What follows belongs to an exercise in optimizing a design on an open flow for small area; a production flow would make more cautious choices. The RTL was checked by simulation tests, not by an equivalence proof against the original design.

## rx_fullsuma_error_top
module rx_fullsuma_error_top(
	input [31:0] rx_data,
	input rx_clk,
	input reset,
	input trans_en,
	output reg tx_serial,
	output reg led_3c,
	input aligned,
	input [3:0] rx_k
);
For scale: ~490 cells after synthesis, ~62 flip-flops, ~42 I/O pins.
export LEC_CHECK = 0
export CAP_MARGIN = 0
export CORE_MARGIN = 2
export CORE_UTILIZATION = 60
export PLACE_DENSITY = 0.7
export SLEW_MARGIN = 0
export SYNTH_HIERARCHICAL = 1
create_clock -name core_clock -period 7.0 [get_ports {rx_clk}]
standard.sh (not shown) runs the stock make flow with config.mk's settings and CLKGATE_MAP_FILE= SYNTH_SCRIPT=/design/flow/synth_recipe.tcl, a recipe that flattens the netlist after the stock synthesis.
==> flow/flow/run.sh <==
#!/bin/bash
# The standard layout (standard.sh), with two changes:
# - the port buffers are the smallest buffer cell, buf_1, instead of the resizer's pick;
# - clock tree synthesis clusters sinks more coarsely and adds no dummy loads.
# make's output goes to make_finish.log here; ORFS keeps each step's log under orfs/logs.
set -euo pipefail
bash standard.sh \
  "BUFFER_PORTS_ARGS=-buffer_cell sky130_fd_sc_hd__buf_1" \
  "CTS_ARGS=-sink_clustering_enable -repair_clock_nets -sink_clustering_size 30 -sink_clustering_max_diameter 200 -buf_list sky130_fd_sc_hd__clkbuf_8 -dont_use_dummy_load" \
  finish > make_finish.log 2>&1
Edit:
--- a/flow/flow/run.sh
+++ b/flow/flow/run.sh
@@ -8,3 +8,3 @@
   "BUFFER_PORTS_ARGS=-buffer_cell sky130_fd_sc_hd__buf_1" \
-  "CTS_ARGS=-sink_clustering_enable -repair_clock_nets -sink_clustering_size 30 -sink_clustering_max_diameter 200 -buf_list sky130_fd_sc_hd__clkbuf_8 -dont_use_dummy_load" \
+  "CTS_ARGS=-sink_clustering_enable -repair_clock_nets -sink_clustering_size 30 -sink_clustering_max_diameter 200 -buf_list sky130_fd_sc_hd__clkbuf_4 -dont_use_dummy_load" \
   finish > make_finish.log 2>&1
Outcome:
- The new run ran to the end with no violations
- cell area drops slightly
- setup slack gains 0.015 ns
- final cell count stays the same
Edit:
--- a/flow/flow/run.sh
+++ b/flow/flow/run.sh
@@ -8,3 +8,3 @@
   "BUFFER_PORTS_ARGS=-buffer_cell sky130_fd_sc_hd__buf_1" \
-  "CTS_ARGS=-sink_clustering_enable -repair_clock_nets -sink_clustering_size 30 -sink_clustering_max_diameter 200 -buf_list sky130_fd_sc_hd__clkbuf_4 -dont_use_dummy_load" \
+  "CTS_ARGS=-sink_clustering_enable -repair_clock_nets -sink_clustering_size 30 -sink_clustering_max_diameter 200 -buf_list sky130_fd_sc_hd__clkbuf_8 -dont_use_dummy_load" \
   finish > make_finish.log 2>&1
- GPL_ROUTABILITY_DRIVEN: unset -> 0
- GPL_TIMING_DRIVEN: unset -> 0
After rerunning: The new run finished clean; critical path depth fell by 1; register-to-register slack improves by 0.12 ns; synthesized cell count stays the same; hold slack gains 0.013 ns; global-route usage is lower by 1.0 points; setup slack gets worse by 0.27 ns; die area stays the same; cell area stays flat; maximum frequency went down by 4.1%.
Edit:
- GPL_ROUTABILITY_DRIVEN: 0 -> unset
After rerunning: Sequential share of layout area stays flat; routed wire length grows by 3.4%; worst hold slack loses 0.013 ns; via count grows by 1.5%; clock-buffer cell count stays the same.

* * *

Setup of tundra:
rx_fullsuma_error_top, a different RTL version from the one above (not shown whole).
For scale: ~42 I/O pins, roughly 0.0054 mm² of cells after synthesis.
## rx_fullsuma_error_top
module rx_fullsuma_error_top(
	input [31:0] rx_data,
	input rx_clk,
	input reset,
	input trans_en,
	output reg tx_serial,
	output reg led_3c,
	input aligned,
	input [3:0] rx_k
);
localparam [2:0] S_RST = 3'd0, S_IDLE = 3'd1, S_PKT = 3'd2, S_PKTA = 3'd3,
                 S_EOP = 3'd4, S_WAIT = 3'd5, S_SEND = 3'd6;
localparam [1:0] F_IDLE = 2'd0, F_SOP = 2'd1, F_WAIT = 2'd2, F_ERR = 2'd3;
localparam [3:0] U_IDLE = 4'd0, U_WAIT = 4'd1, U_STOP = 4'd2, U_B0 = 4'd8, U_B7 = 4'd15;
reg [2:0] st;
reg aux;
reg [1:0] f3;
reg [3:0] up;
reg [10:0] bc;
reg [6:0] pq;       
reg [19:0] cw;
reg [7:0] tot;
reg [4:0] err;
wire k0 = rx_k[0];
wire low_dc = rx_data[7:0] == 8'hDC;
wire nlow_dc = ~low_dc;
wire is_sop = (rx_data[7:0] == 8'h3C) & k0;
wire is_eop = low_dc & k0;
wire en = st == S_PKT;
wire nen = ~en;
wire [31:0] o;
wire [6:1] on;    
bx2 u_o31 (.a(pq[5]), .b(pq[6]), .y(o[31]));
bx2 u_o30 (.a(pq[4]), .b(pq[5]), .y(o[30]));
bx2 u_o29 (.a(pq[3]), .b(pq[4]), .y(o[29]));
bx2 u_o28 (.a(pq[2]), .b(pq[3]), .y(o[28]));
bx2 u_o27 (.a(pq[1]), .b(pq[2]), .y(o[27]));
bxn2 u_o26 (.a(pq[0]), .b(pq[1]), .y(o[26]));
bx2 u_o25 (.a(o[31]), .b(pq[0]), .y(o[25]));
genvar gi;
generate for (gi = 7; gi < 25; gi = gi + 1) begin : g_prbs
	bx2 u_o (.a(o[gi + 6]), .b(o[gi + 7]), .y(o[gi]));
end endgenerate
bxn2 u_on6 (.a(o[12]), .b(o[13]), .y(on[6]));
  ...
export LEC_CHECK = 0
export CAP_MARGIN = 0
export CORE_MARGIN = 2
export CORE_UTILIZATION = 60
export CTS_BUF_LIST = sky130_fd_sc_hd__clkbuf_8
export PLACE_DENSITY = 0.7
export SLEW_MARGIN = 0
export SYNTH_HIERARCHICAL = 1
create_clock -name core_clock -period 7.0 [get_ports {rx_clk}]
run.sh (not shown) runs the stock make flow with config.mk's settings and CLKGATE_MAP_FILE= SYNTH_SCRIPT=/design/flow/synth_recipe.tcl, a recipe that flattens the netlist after the stock synthesis.
Stock flow here: none of the scripts above is used.
No stage failed in tundra, and the final checks on the layout all came back clean.
Changes in maple relative to tundra:
Settings: removing CTS_BUF_LIST (formerly sky130_fd_sc_hd__clkbuf_8).
==> flow/flow/run.sh (new file) <==
#!/bin/bash
# The standard layout (standard.sh), with two changes:
# - the port buffers are the smallest buffer cell, buf_1, instead of the resizer's pick;
# - clock tree synthesis clusters sinks more coarsely and adds no dummy loads.
# make's output goes to make_finish.log here; ORFS keeps each step's log under orfs/logs.
set -euo pipefail
bash standard.sh \
  "BUFFER_PORTS_ARGS=-buffer_cell sky130_fd_sc_hd__buf_1" \
  "CTS_ARGS=-sink_clustering_enable -repair_clock_nets -sink_clustering_size 30 -sink_clustering_max_diameter 200 -buf_list sky130_fd_sc_hd__clkbuf_8 -dont_use_dummy_load" \
  finish > make_finish.log 2>&1
==> flow/standard.sh (new file) <==
#!/bin/bash
# synth_recipe.tcl (not shown) runs the flow's synth.tcl, then flattens the netlist and writes it again
# the make line also repeats each setting of config.mk as NAME=value (left out here)
make -C /OpenROAD-flow-scripts/flow DESIGN_CONFIG=/design/flow/config.mk WORK_HOME=/design/flow/orfs CLKGATE_MAP_FILE= SYNTH_SCRIPT=/design/flow/synth_recipe.tcl "${@:-finish}"
removed: flow/run.sh
==> results.txt <==
- In maple the sequential share of layout area turned out 0.98 points higher than in tundra.
- The run showing the greater final period demand of the worst path is maple.
- Side by side, number of standard cells in the final layout excluding fillers turned out lower in maple than in tundra.
- maple ended up with a lower weighted congestion reported at the end of routability-driven placement than tundra did.

==> port drivers added, routing unchanged <==
Ports are ideal in the flow. The routed layouts listed here were re-timed in OpenROAD. Step 1, drivers: a clkbuf_16 drives rx_clk and a buf_2 each remaining input, both assumed. Step 2 adds t to the input delays and takes it off the output delays; t is the mean of the earliest and latest rising clock arrival at the registers after step 1. Input paths then give back, and output paths get back, about the clock's delay inside the block. Three values: ideal, step 1, step 2; two values: the first two.
| run | t (ns) | slack for setup (ns) | hold WS [ns] | cell pins on the clock port's net |
|---|---|---|---|---|
| the first run of note 1 | 0.373 | 0.674 / 0.674 / 0.442 | 0.377 / 0.377 / 0.377 | 1 |
| the second run of note 1 | 0.430 | 0.689 / 0.689 / 0.434 | 0.373 / 0.373 / 0.373 | 1 |
| the third run of note 1 | 0.373 | 0.417 / 0.428 / 0.055 | 0.386 / 0.386 / 0.386 | 1 |
| the fourth run of note 1 | 0.368 | 0.355 / 0.363 / -0.005 | 0.373 / 0.373 / 0.373 | 1 |
| tundra | 0.380 | 0.726 / 0.739 / 0.359 | 0.417 / 0.417 / 0.417 | 1 |
| maple | 0.362 | 0.683 / 0.683 / 0.633 | 0.404 / 0.404 / 0.404 | 1 |
Met with ideal ports but missed after step 2: setup timing in the fourth run of note 1. For tundra, which loses most, drivers alone change the setup slack by +0.013 ns; drivers and shift together by -0.367 ns.
